From an optimization exercise on the open Yosys and OpenROAD flow, aimed at small area, a short achievable clock period and few clock cycles; shortcuts taken in it are not production practice. The RTL was checked by simulation tests, not by an equivalence proof against the original design. Power is estimated from default activity; no workload was simulated.

`flow/design.v`:
```
module Cache
#(
  parameter SIZE = 8*4*64,
  parameter NWAYS = 4,
  parameter NSETS = 8,
  parameter BLOCK_SIZE = 64,
  parameter WIDTH = 32,
  parameter MWIDTH = 64,
  parameter INDEX_WIDTH = 3,
  parameter TAG_WIDTH = 26,
  parameter OFFSET_WIDTH = 3,
  parameter WORD1 = 3,
  parameter WORD2 = 7
)
(
  input  wire                      clk,
  input  wire                      reset_n,
  input  wire [WIDTH-1:0]          address,
  input  wire [WIDTH-1:0]          din,
  input  wire                      rden,
  input  wire                      wren,
  output wire                      hit_miss,
  output wire [WIDTH-1:0]          q,
  output wire [MWIDTH-1:0]         mdout,
  output wire [WIDTH-1:0]          mrdaddress,
  output wire                      mrden,
  output wire [WIDTH-1:0]          mwraddress,
  output wire                      mwren,
  input  wire [MWIDTH-1:0]         mq
);
  wire [2:0]  s  = address[5:3];
  wire [25:0] t  = address[31:6];
  wire        hi = address[2];
  wire [7:0]  sd = 8'd1 << s;           
  reg  [7:0]  vld0, vld1, vld2, vld3;
  reg  [7:0]  drt0, drt1, drt2, drt3;
  reg  [7:0]  o01, o02, o03, o12, o13, o23;
  reg         m1, m2;
  reg  [3:0]  way_r;                    
  reg         wb_r;                     
  reg         pw;                       
  reg         pw_hi;
  reg  [31:0] pw_din;
  reg         hm_r;
  reg  [31:0] q_r;
  reg         mrden_r, mwren_r;
  reg  [28:0] mra_r;                    
  reg  [25:0] mwa_r;
  reg  [63:0] mdout_r;
  wire req = (rden | wren) & ~m1 & ~m2;
  wire [7:0] sd_r = 8'd1 << mra_r[2:0];  
  wire [3:0]  hit_w;
  wire [3:0]  v_s = {|(vld3 & sd), |(vld2 & sd), |(vld1 & sd), |(vld0 & sd)};
  wire [3:0]  d_s = {|(drt3 & sd), |(drt2 & sd), |(drt1 & sd), |(drt0 & sd)};
  wire [7:0]  vldw [0:3];
  assign vldw[0] = vld0;
  assign vldw[1] = vld1;
  assign vldw[2] = vld2;
  assign vldw[3] = vld3;
  wire [31:0] wd_lo = m2 ? ((wren & ~hi) ? din : mq[31:0])  : pw_din;
  wire [31:0] wd_hi = m2 ? ((wren &  hi) ? din : mq[63:32]) : pw_din;
  wire        we_lo = m2 | (pw & ~pw_hi);
  wire        we_hi = m2 | (pw &  pw_hi);
  wire [25:0] tsel [0:3];
  wire [63:0] bsel [0:3];
  genvar gw, gs;
  generate
    for (gw = 0; gw < 4; gw = gw + 1) begin : W
      wire [8*26-1:0] tv;
      wire [8*64-1:0] dv;
      wire [7:0]      match;
      for (gs = 0; gs < 8; gs = gs + 1) begin : S
        reg  [31:0] dlo, dhi;
        reg  [25:0] tg;
        wire        wsel = way_r[gw] & sd_r[gs];
        always @(posedge clk) begin
          if (wsel & we_lo) dlo <= wd_lo;
          if (wsel & we_hi) dhi <= wd_hi;
          if (wsel & m2)    tg  <= t;
        end
        assign tv[gs*26 +: 26] = tg;
        assign dv[gs*64 +: 64] = {dhi, dlo};
        assign match[gs] = vldw[gw][gs] & (tg == t);
      end
      assign hit_w[gw] = |(match & sd);
      reg [25:0] ts;
      reg [63:0] bs;
      integer k;
      always @(*) begin
        ts = 26'd0;
        bs = 64'd0;
        for (k = 0; k < 8; k = k + 1) begin
          ts = ts | ({26{sd[k]}} & tv[k*26 +: 26]);
          bs = bs | ({64{sd[k]}} & dv[k*64 +: 64]);
        end
      end
      assign tsel[gw] = ts;
      assign bsel[gw] = bs;
    end
  endgenerate
  wire b01 = |(o01 & sd), b02 = |(o02 & sd), b03 = |(o03 & sd);
  wire b12 = |(o12 & sd), b13 = |(o13 & sd), b23 = |(o23 & sd);
  wire hit  = |hit_w;
  wire miss = req & ~hit;
  wire whit = req & wren & hit;
  reg  [3:0] vh;
  always @(*) begin
    if      (!v_s[0]) vh = 4'b0001;
    else if (!v_s[1]) vh = 4'b0010;
    else if (!v_s[2]) vh = 4'b0100;
    else if (!v_s[3]) vh = 4'b1000;
    else if (!b01 & !b02 & !b03) vh = 4'b0001;
    else if ( b01 & !b12 & !b13) vh = 4'b0010;
    else if ( b02 &  b12 & !b23) vh = 4'b0100;
    else vh = 4'b1000;
  end
  wire [3:0] ah = hit_w | (vh & {4{~hit}});
  wire [3:0]  sel = m1 ? way_r : hit_w;
  reg  [63:0] bw;
  reg  [25:0] tw;
  integer j;
  always @(*) begin
    bw = 64'd0;
    tw = 26'd0;
    for (j = 0; j < 4; j = j + 1) begin
      bw = bw | ({64{sel[j]}} & bsel[j]);
      tw = tw | ({26{sel[j]}} & tsel[j]);
    end
  end
  wire fwd = pw & (s == mra_r[2:0]) & (hi == pw_hi) & |(hit_w & way_r);
  assign hit_miss   = hm_r;
  assign q          = q_r;
  assign mrden      = mrden_r;
  assign mrdaddress = {mra_r, 3'b000};
  assign mwren      = mwren_r;
  assign mwraddress = {mwa_r, mra_r[2:0], 3'b000};
  assign mdout      = mdout_r;
  integer k;
  always @(posedge clk or negedge reset_n) begin
    if (!reset_n) begin
      vld0 <= 8'h00; vld1 <= 8'h00; vld2 <= 8'h00; vld3 <= 8'h00;
      drt0 <= 8'h00; drt1 <= 8'h00; drt2 <= 8'h00; drt3 <= 8'h00;
      o01 <= 8'hff; o02 <= 8'hff; o03 <= 8'hff;
      o12 <= 8'hff; o13 <= 8'hff; o23 <= 8'h00;
      m1 <= 1'b0;
      m2 <= 1'b0;
      pw <= 1'b0;
      hm_r <= 1'b0;
      mrden_r <= 1'b0;
      mwren_r <= 1'b0;
    end else begin
      m1 <= miss;
      m2 <= m1;
      pw <= whit;
      mrden_r <= miss;
      mwren_r <= m1 & wb_r;
      hm_r <= (req & hit) | m2;
      for (k = 0; k < 8; k = k + 1) begin
        if (req & sd[k]) begin
          if (ah[0] | ah[1]) o01[k] <= ah[0];
          if (ah[0] | ah[2]) o02[k] <= ah[0];
          if (ah[0] | ah[3]) o03[k] <= ah[0];
          if (ah[1] | ah[2]) o12[k] <= ah[1];
          if (ah[1] | ah[3]) o13[k] <= ah[1];
          if (ah[2] | ah[3]) o23[k] <= ah[2];
        end
        if (miss & sd[k]) begin
          if (vh[0]) vld0[k] <= 1'b1;
          if (vh[1]) vld1[k] <= 1'b1;
          if (vh[2]) vld2[k] <= 1'b1;
          if (vh[3]) vld3[k] <= 1'b1;
        end
        if (sd[k] & ((miss & vh[0]) | (whit & hit_w[0]))) drt0[k] <= wren;
        if (sd[k] & ((miss & vh[1]) | (whit & hit_w[1]))) drt1[k] <= wren;
        if (sd[k] & ((miss & vh[2]) | (whit & hit_w[2]))) drt2[k] <= wren;
        if (sd[k] & ((miss & vh[3]) | (whit & hit_w[3]))) drt3[k] <= wren;
      end
    end
  end
  always @(posedge clk) begin
    if (req) way_r <= ah;
    if (miss) wb_r <= |(vh & d_s);
    pw_hi   <= hi;
    pw_din  <= din;
    mra_r   <= address[31:3];
    mwa_r   <= tw;
    mdout_r <= bw;
    q_r <= m2  ? (hi ? mq[63:32] : mq[31:0]) :
           fwd ? pw_din :
                 (hi ? bw[63:32] : bw[31:0]);
  end
endmodule
```
`flow/run.sh`:
```
#!/bin/bash
# synth_recipe.tcl (not shown) runs the flow's synth.tcl, then flattens the netlist and writes it again
# the make line also repeats each setting of config.mk as NAME=value (left out here)
make -C /OpenROAD-flow-scripts/flow DESIGN_CONFIG=/design/flow/config.mk WORK_HOME=/design/flow/orfs CLKGATE_MAP_FILE= SYNTH_SCRIPT=/design/flow/synth_recipe.tcl finish
```
`flow/config.mk`:
```
export PLATFORM = sky130hd
export DESIGN_NAME = Cache
export DESIGN_NICKNAME = Cache
export VERILOG_FILES = /design/flow/design.v
export SDC_FILE = /design/flow/constraint.sdc
export NUM_CORES = 4
export LEC_CHECK = 0
export ABC_CLOCK_PERIOD_IN_PS = 3500
export CAP_MARGIN = 20
export CORE_MARGIN = 2
export CORE_UTILIZATION = 50
export SETUP_SLACK_MARGIN = 4.8
export SLEW_MARGIN = 20
export TNS_END_PERCENT = 20
```
`flow/constraint.sdc`:
```
create_clock -name core_clock -period 8.5 [get_ports {clk}]
set_input_delay 1.7000 -clock core_clock [delete_from_list [all_inputs] [get_ports {clk}]]
set_output_delay 1.7000 -clock core_clock [all_outputs]
set_load 0.01 [all_outputs]
```
==> results.py, run 1 <==
metrics = {
    "outcome": {
        "outcome": "finished clean",
    },
    "cts": {
        "tritoncts": "yes",
        "clkSlewWorstSetupHoldPaths_ns": 0.06,
        "clock_sink_count": 3186,
        "worst_skew_pair.late_latency_ns": 0.99,
        "cts_buffer_depth": 4,
        "cts_max_level": 5,
        "hold_buffers": 0,
        "clockRootBuffer": "sky130_fd_sc_hd__clkbuf_16",
        "cts_buffers": 345,
    },
    "grt": {
        "grt_pass1_wl_um": 639000,
        "antenna_found_initial": 37,
        "grt_use_total_pct": 35.4,
        "grt_pass1_vias": 79120,
        "grt_start_max_net_pins": 169,
        "gr-total-overflow": 0,
    },
    "pwr": {
        "power.clock.fraction_pct": 33.2,
        "cell_int_power_mw": 30.5,
        "peakVddDrop_mv": 0.258,
        "pwr_density_cell_mw_per_mm2": 283,
        "power.switching_mw": 12.7,
        "leakagePower_nw": 47.4,
        "power_frac_seq_pct": 46.8,
        "power.share.combinational_pct": 20.1,
        "swShare_pct": 29.4,
    },
    "synth": {
        "synth-compound-area-share_pct": 13.7,
        "synth_area_leader_cell": "sky130_fd_sc_hd__edfxtp_1",
        "synth_adder_area_share_pct": 0,
        "syn_area_sq_mm": 0.127,
        "synth-async-reset-ratio_pct": 3.67,
        "seq_area_frac_synth_pct": 73.2,
        "synth.area.mux_share_pct": 0.974,
        "synth_ff_type": "sky130_fd_sc_hd__edfxtp_1",
        "syn_avg_cell_area_sq_um": 15.9,
        "synth_simple_gate_area_share_pct": 3.77,
        "synthesis.instances": 8018,
        "yosysTopAreaCellShare_pct": 68.0,
        "synth.lib_cells_used.distinct": 69,
        "synth.area.top_cells": "sky130_fd_sc_hd__edfxtp_1, sky130_fd_sc_hd__xnor2_1, sky130_fd_sc_hd__a22oi_1",
        "synth.ff_latch_count": 3186,
        "yosys.area_share.xor_xnor_pct": 5.75,
        "synthesis_warning_total": 1,
        "count_of_flip_flops_with_a_built_in_enable_after_synthesis": 2885,
        "synth_top_family_by_area": "compound AO/OA/AOI/OAI gates",
    },
    "finish": {
        "final_layout_size_suffix_gt1_share_pct": 17.7,
        "layout_commonest_cell": "sky130_fd_sc_hd__edfxtp_1",
        "layout_common_cells": "sky130_fd_sc_hd__edfxtp_1, sky130_fd_sc_hd__a22oi_1, sky130_fd_sc_hd__xnor2_1",
        "layout_area_overhead_pct": 19.7,
        "instances_no_fill": 12258,
        "nNetsFinal": 8746,
    },
    "detailed_routing": {
        "detail_route.iter0.violations": 13903,
        "post-route-drc-count": 0,
        "wl_um": 485000,
        "routed-via-count": 84921,
        "first_pass_iteration_count_of_the_detailed_router": 8,
        "detail-route-antenna-nets": 0,
        "route.detailed.wl_per_inst_um": 39.6,
        "post_drt_via_cell_ratio": 6.93,
    },
    "place": {
        "numPortBuffers": 286,
        "globalplace.congestion": 0.935,
        "dp_hpwl_um": 246000,
        "dp_cells": 11304,
    },
    "timing": {
        "max_freq_ghz": 0.262,
        "final-hold-violation-count": 0,
        "setup_viol": 0,
        "slew_viol_final": 0,
        "finalWorstPathRequiredPeriod_ns": 3.82,
        "slew-limit-headroom_pct": 11.3,
        "post-route-period-util_pct": 45.0,
        "rsz_0062_raised_after_global_routing": "true",
        "final.setup_skew_ns": 0.0883,
        "final.setup.tns_ns": 0,
        "tightestPinTransition_ns": 1.33,
    },
    "setup_path": {
        "arrival_time_at_the_worst_endpoint_ns": 4.64,
        "crit_fanout": 44,
        "setup.worst_path.start_class": "primary input",
        "worst_setup_path_end_kind": "flip-flop",
        "timing.reg2reg.setup_slack_ns": 4.80,
        "worstPathRequired_ns": 9.32,
        "category_of_the_critical_setup_timing_path": "in -> reg",
    },
    "min_path": {
        "hold_class": "reg -> reg",
    },
    "die": {
        "core-area_sq_mm": 0.254,
        "placementRows": 185,
        "fp.dieH_um": 509,
        "die_width_um": 509,
        "top_level_pins": 295,
        "start_util_pct": 50.2,
        "design.die.area_sq_mm": 0.259,
    },
    "run": {
        "cap_violations": 0,
    },
}
## cell families (layout without fill, tap and decap cells)
group,Yosys count,after routing
AO/OA/AOI/OAI,2342,2345
XOR/XNOR,836,836
buffers and inverters,648,1491
flip-flops,3186,3186
multiplexers,111,111
other,1,25
AND/OR/NAND/NOR,894,898
## final timing paths
kind | start | end | cells past startpoint
setup / recovery | address[3] | mwa_r[13]$_DFF_P_ | 8
hold / removal | o23[6]$_DFFE_PN0P_ | o23[6]$_DFFE_PN0P_ | 1
setup reg to reg | m2$_DFF_PN0_ | W[1].S[7].tg[11]$_DFFE_PP_ | 3
hold reg to reg | o23[6]$_DFFE_PN0P_ | o23[6]$_DFFE_PN0P_ | 1
max in group asynchronous | reset_n | m1$_DFF_PN0_ | 2
min in group asynchronous | reset_n | o23[4]$_DFFE_PN0P_ | 1
## Yosys cell counts (all sizes together) (2+ instances only)
cell	count
clkbuf	302
and3	2
and3b	3
mux4	4
a41oi	88
xor2	3
xnor2	833
a22oi	955
nand3	29
a211oi	9
mux2	64
mux2i	43
nor2b	8
o211ai	3
or2	2
edfxtp	2885
dfxtp	184
nor3	68
a221oi	274
nand3b	2
nor4	57
nand2	210
or4	26
nor3b	3
dfstp	40
a21o	36
o21bai	36
a21oi	3
dfrtp	77
o221ai	32
nor2	165
a22o	276
nand4	302
and2	5
a21bo	8
o21ai	278
nand2b	8
a31oi	336
buf	309
or3	2
a21boi	4
inv	37
## cell type report
cell class / count / area, sq um
Clock buffer: 454 / 9290
Antenna cell: 19 / 47.5
Fill cell: 18980 / 101000
Clock inverter: 152 / 1240
Sequential cell: 3186 / 93300
Timing Repair Buffer: 848 / 10700
Inverter: 37 / 141
Multi-Input combinational cell: 4196 / 33500
Tap cell: 3366 / 4210
## power groups by stage
stage               logic [mW]  clock network [mW]  registers (mW)
floorplan                 3.36                   0            20.3
global placement          7.18                   0            20.5
detailed placement        7.31                   0            20.5
CTS                       8.15                14.3            20.2
global route              8.83                15.0            20.2
finish                    8.66                14.3            20.2
## stage by stage
| stage | instance area (sq um) | setup slack (ns) | hold WS, ns | util, % | total power [mW] |
|---|---|---|---|---|---|
| final | 152000 | 4.68 | 0.484 | 60.1 | 43.2 |
| after global routing | 152000 | 4.66 | 0.500 | 60.1 | 44.0 |
| after CTS | 150000 | 4.50 | 0.487 | 59.1 | 42.7 |
| after detailed placement | 135000 | 1.69 | 0.472 | 53.1 | 27.8 |
| after global placement | 135000 | 1.52 | 0.464 | 53.1 | 27.7 |
| after floorplan | 128000 | 4.44 | 0.433 | - | 23.7 |
## routing by layer
layer,up-vias,global-route usage [%],routed length (um)
met5,-,0,134
met4,20,18.4,32200
met3,1207,7.05,55900
met2,6302,54.7,220000
met1,43614,47.6,176000
li1,33778,-,-
## critical path, cell delays in order
cell and delay [ns]:
sky130_fd_sc_hd__buf_16 0.14, sky130_fd_sc_hd__nor3b_4 0.16, sky130_fd_sc_hd__buf_4 0.19, sky130_fd_sc_hd__clkbuf_8 0.31, sky130_fd_sc_hd__buf_4 0.43, sky130_fd_sc_hd__a22oi_1 0.59, sky130_fd_sc_hd__a41oi_2 0.42, sky130_fd_sc_hd__or4_1 0.64
## timing repair
| action | CTS | global route |
|---|---|---|
| pin swaps | 103 | 96 |
| cloned | 43 | 38 |
| setup buffers | 177 | 71 |
| hold endpoints to repair | 0 | 0 |
| gates resized for setup | 327 | 216 |
| endpoints found under the setup margin | 1317 | 1064 |
## state kept, by name (all words and copies together) (netlist names), 26 cells and up
signal	count
pw_din	32
mra_r	29
W.S.tg	832
W.S.dlo	1024
mwa_r	26
q_r	32
mdout_r	64
W.S.dhi	1024
Testbench counts, summed over its fixed seeds: cycles 43,660.
==> inputs of run 2 (changes only) <==
--- a/flow/config.mk
+++ b/flow/config.mk
@@ -9,6 +9,6 @@
 export CAP_MARGIN = 20
 export CORE_MARGIN = 2
-export CORE_UTILIZATION = 50
-export SETUP_SLACK_MARGIN = 4.8
+export CORE_UTILIZATION = 60
+export SETUP_SLACK_MARGIN = 5
 export SLEW_MARGIN = 20
 export TNS_END_PERCENT = 20
==> run 2 against run 1 <==
Against the previous run:
- now fails the layout checks on max-capacitance violations, max-slew violations
- clock skew shrank 0.032 ns
- sequential cell count is the same
- design area grew 1.3%
- die area shrank 17%
- critical endpoint is now q_r[9]$_DFF_P_
- largest power group unchanged
==> results.py, run 2 <==
metrics = {
    "setup_path": {
        "rr_startpoint": "m1$_DFF_PN0_",
        "critPathMostFrequentCell": "sky130_fd_sc_hd__buf_12",
        "regToRegEndpoint": "drt3[0]$_DFFE_PN0P_",
        "crit_fanout": 18,
        "crit_family": "buffers and inverters",
        "cp_num_buf_inv": 8,
        "critical_path.cell_chain": "buf_16 > buf_16 > xnor2_1 > nand4_1 > nor4_2 > a22oi_2 > buf_4 > nand4_4 > buf_12 > buf_8 > a22oi_2 > a21oi_4 > buf_12 > buf_6 > nand2b_4 > buf_12 > o221ai_2",
        "crit_path_top_delay_cell": "sky130_fd_sc_hd__xnor2_1",
        "category_of_the_critical_setup_timing_path": "in -> reg",
        "worst_reg2reg_path_depth": 9,
        "timing.reg2reg.setup_slack_ns": 4.86,
        "arrival_time_at_the_worst_endpoint_ns": 4.81,
        "worstPathRequired_ns": 9.37,
        "setup.worst_path.start_class": "primary input",
        "worst_path_largest_cell_delay_ns": 0.37,
        "worst_setup_path_end_kind": "flip-flop",
    },
    "min_path": {
        "hold_end": "mwren_r$_DFF_PN0_",
        "holdCritStartpoint": "wb_r$_DFFE_PN_",
        "hold_depth": 1,
        "hold_class": "reg -> reg",
    },
    "timing": {
        "post-route-period-util_pct": 46.3,
        "tightestPinTransition_ns": 1.60,
        "final-hold-violation-count": 0,
        "slew-limit-headroom_pct": -7.01,
        "setup_viol": 0,
        "final.setup.tns_ns": 0,
        "final.setup_skew_ns": 0.0565,
        "slew_viol_final": 5,
        "finalWorstPathRequiredPeriod_ns": 3.94,
        "rsz_0062_raised_after_global_routing": "true",
        "max_freq_ghz": 0.254,
    },
    "cts": {
        "cts_buffers": 336,
        "cts_max_level": 5,
        "clockRootBuffer": "sky130_fd_sc_hd__clkbuf_16",
        "worst_skew_pair.late_latency_ns": 0.98,
        "clkSlewWorstSetupHoldPaths_ns": 0.06,
        "clock_sink_count": 3186,
        "tritoncts": "yes",
        "hold_buffers": 0,
        "cts_buffer_depth": 4,
    },
    "place": {
        "dp_hpwl_um": 241000,
        "globalplace.congestion": 0.972,
        "dpl_cell_area_sq_mm": 0.134,
        "numPortBuffers": 286,
    },
    "synth": {
        "synthMostInstantiatedCell": "sky130_fd_sc_hd__edfxtp_1",
        "synth_ff_type": "sky130_fd_sc_hd__edfxtp_1",
        "count_of_flip_flops_with_a_built_in_enable_after_synthesis": 2885,
        "yosysTopAreaCellShare_pct": 68.0,
        "synth_area_leader_cell": "sky130_fd_sc_hd__edfxtp_1",
        "synth.area.top_cells": "sky130_fd_sc_hd__edfxtp_1, sky130_fd_sc_hd__xnor2_1, sky130_fd_sc_hd__a22oi_1",
        "seq_area_frac_synth_pct": 73.2,
        "syn_avg_cell_area_sq_um": 15.9,
        "synth.ff_latch_count": 3186,
        "synth-async-reset-ratio_pct": 3.67,
        "syn_area_sq_mm": 0.127,
        "synthesis.instances": 8018,
        "synthesis_warning_total": 1,
        "synth.lib_cells_used.distinct": 69,
        "top_cells_by_instance_count_after_synthesis": "sky130_fd_sc_hd__edfxtp_1, sky130_fd_sc_hd__a22oi_1, sky130_fd_sc_hd__xnor2_1",
    },
    "die": {
        "placementRows": 169,
        "fp.dieH_um": 465,
        "start_util_pct": 60.2,
        "top_level_pins": 295,
        "die_width_um": 465,
        "design.die.area_sq_mm": 0.216,
        "core-area_sq_mm": 0.211,
    },
    "grt": {
        "grt_start_max_net_pins": 158,
        "grt_use_total_pct": 43.4,
        "antenna_found_initial": 28,
        "grt_pass1_wl_um": 649000,
        "grt_pass1_vias": 80527,
        "gr-total-overflow": 0,
    },
    "detailed_routing": {
        "routed-via-count": 85993,
        "wl_um": 486000,
        "first_pass_iteration_count_of_the_detailed_router": 6,
        "route.detailed.wl_per_inst_um": 41.3,
        "detail_route.iter0.violations": 14264,
        "post_drt_via_cell_ratio": 7.31,
        "post-route-drc-count": 0,
        "detail-route-antenna-nets": 0,
    },
    "finish": {
        "final_layout_size_suffix_gt1_share_pct": 19.7,
        "nNetsFinal": 8810,
        "fin_area_sq_mm": 0.154,
        "layout_commonest_cell": "sky130_fd_sc_hd__edfxtp_1",
        "postLayoutCoreUtil_pct": 73.0,
        "largest_registers": "W.S.dhi (1024), W.S.dlo (1024), W.S.tg (832)",
        "layout_area_overhead_pct": 21.3,
        "layout_common_cells": "sky130_fd_sc_hd__edfxtp_1, sky130_fd_sc_hd__a22oi_1, sky130_fd_sc_hd__xnor2_1",
    },
    "pwr": {
        "peakVddDrop_mv": 0.277,
        "cell_int_power_mw": 31.2,
        "power.share.combinational_pct": 21.4,
        "power_frac_seq_pct": 45.8,
        "swShare_pct": 29.5,
        "power.clock.fraction_pct": 32.8,
        "leakagePower_nw": 48.4,
        "pwr_density_cell_mw_per_mm2": 287,
        "power.switching_mw": 13.1,
    },
    "outcome": {
        "outcome": "finished with violations",
        "failed_layout_checks": "max-capacitance violations, max-slew violations",
    },
    "run": {
        "cap_violations": 1,
    },
}
==> run 2: cell counts after synthesis <==
No cell type changed its count.
==> run 2: timing repair <==
item	CTS	global route
cloned	59	29
gates resized for setup	622	256
pin swaps	160	113
setup endpoints to repair	2421	1575
buffers inserted	225	87
==> run 2: area by class of cell <==
type | instances | area (sq um)
Inverter | 37 | 143
Tap cell | 2821 | 3530
Multi-Input combinational cell | 4213 | 35100
Sequential cell | 3186 | 93300
Fill cell | 13363 | 57000
Antenna cell | 13 | 32.5
Clock inverter | 129 | 1300
Clock buffer | 467 | 9380
Timing Repair Buffer | 904 | 11600
==> run 2: worst max path at each step <==
stage	from	to	slack, ns	cells after the start
2_1_floorplan	address[4]	drt0[1]$_DFFE_PN0P_	4.44	12
3_3_place_gp	address[5]	mwa_r[15]$_DFF_P_	1.47	9
3_5_place_dp	address[3]	q_r[19]$_DFF_P_	1.54	10
4_1_cts	mdout_r[44]$_DFF_P_	mdout[44]	4.73	1
5_1_grt	address[3]	drt3[7]$_DFFE_PN0P_	4.58	17
6_report	address[30]	q_r[9]$_DFF_P_	4.56	17
==> run 2: power by group through the flow <==
stage,Sequential [mW],Combinational (mW),Clock (mW)
2_1_floorplan,20.3,3.36,0
3_3_place_gp,20.6,7.03,0
3_5_place_dp,20.6,7.16,0
4_1_cts,20.2,8.68,14.5
5_1_grt,20.3,9.59,15.1
6_report,20.3,9.45,14.5
==> run 2: logic make-up (layout without fill, tap and decap cells) <==
logic type / Yosys count / in the layout / share of synthesized area (%)
xor+xnor: 836 / 836 / 5.75
other cells: 1 / 19 / 0.00294
buf+inv: 648 / 1537 / 2.56
simple gates: 894 / 901 / 3.77
compound gates: 2342 / 2359 / 13.7
flops: 3186 / 3186 / 73.2
mux: 111 / 111 / 0.974
==> run 2: stage by stage <==
| stage | power (mW) | worst slack [ns] | hold WS [ns] | cells |
|---|---|---|---|---|
| after floorplan | 23.7 | 4.44 | 0.433 | 8023 |
| after global placement | 27.6 | 1.47 | 0.465 | 10758 |
| after detailed placement | 27.7 | 1.54 | 0.449 | 10759 |
| after CTS | 43.4 | 4.73 | 0.465 | 11639 |
| after global routing | 45.0 | 4.58 | 0.485 | 11761 |
| final | 44.3 | 4.56 | 0.463 | 11770 |
==> run 2: per-layer routing <==
metal	up-vias	share of wire, %	track usage (%)
li1	33963	-	-
met1	43486	34	56.5
met2	7010	44	64.9
met3	1522	13	9.77
met4	12	9.1	30.6
met5	-	0.014	0

[re-timing with driven ports]
The results above use ideal ports. As a check the final layouts listed here were re-extracted and re-timed, cells and wires unchanged. Step 1 assumes that a clkbuf_16 drives the clock port and a buf_2 every other input. Step 2, shift: input delay + t, output delay - t, t = (earliest + latest rising clock arrival at the registers) / 2. This alone moves slack from input paths to output paths. Three values: no drivers, after step 1, after step 2; two values: the first two.
| run | shift t [ns] | slack for setup (ns) | slew at the worst register clock pin (ns) |
|---|---|---|---|
| run 1 | 1.059 | 4.679 / 4.583 / 3.532 | 0.07 / 0.07 |
| run 2 | 1.052 | 4.561 / 4.365 / 3.313 | 0.07 / 0.07 |
The setup slack of run 2, which loses most, moves by -0.196 ns with the drivers and by -1.248 ns with both steps.
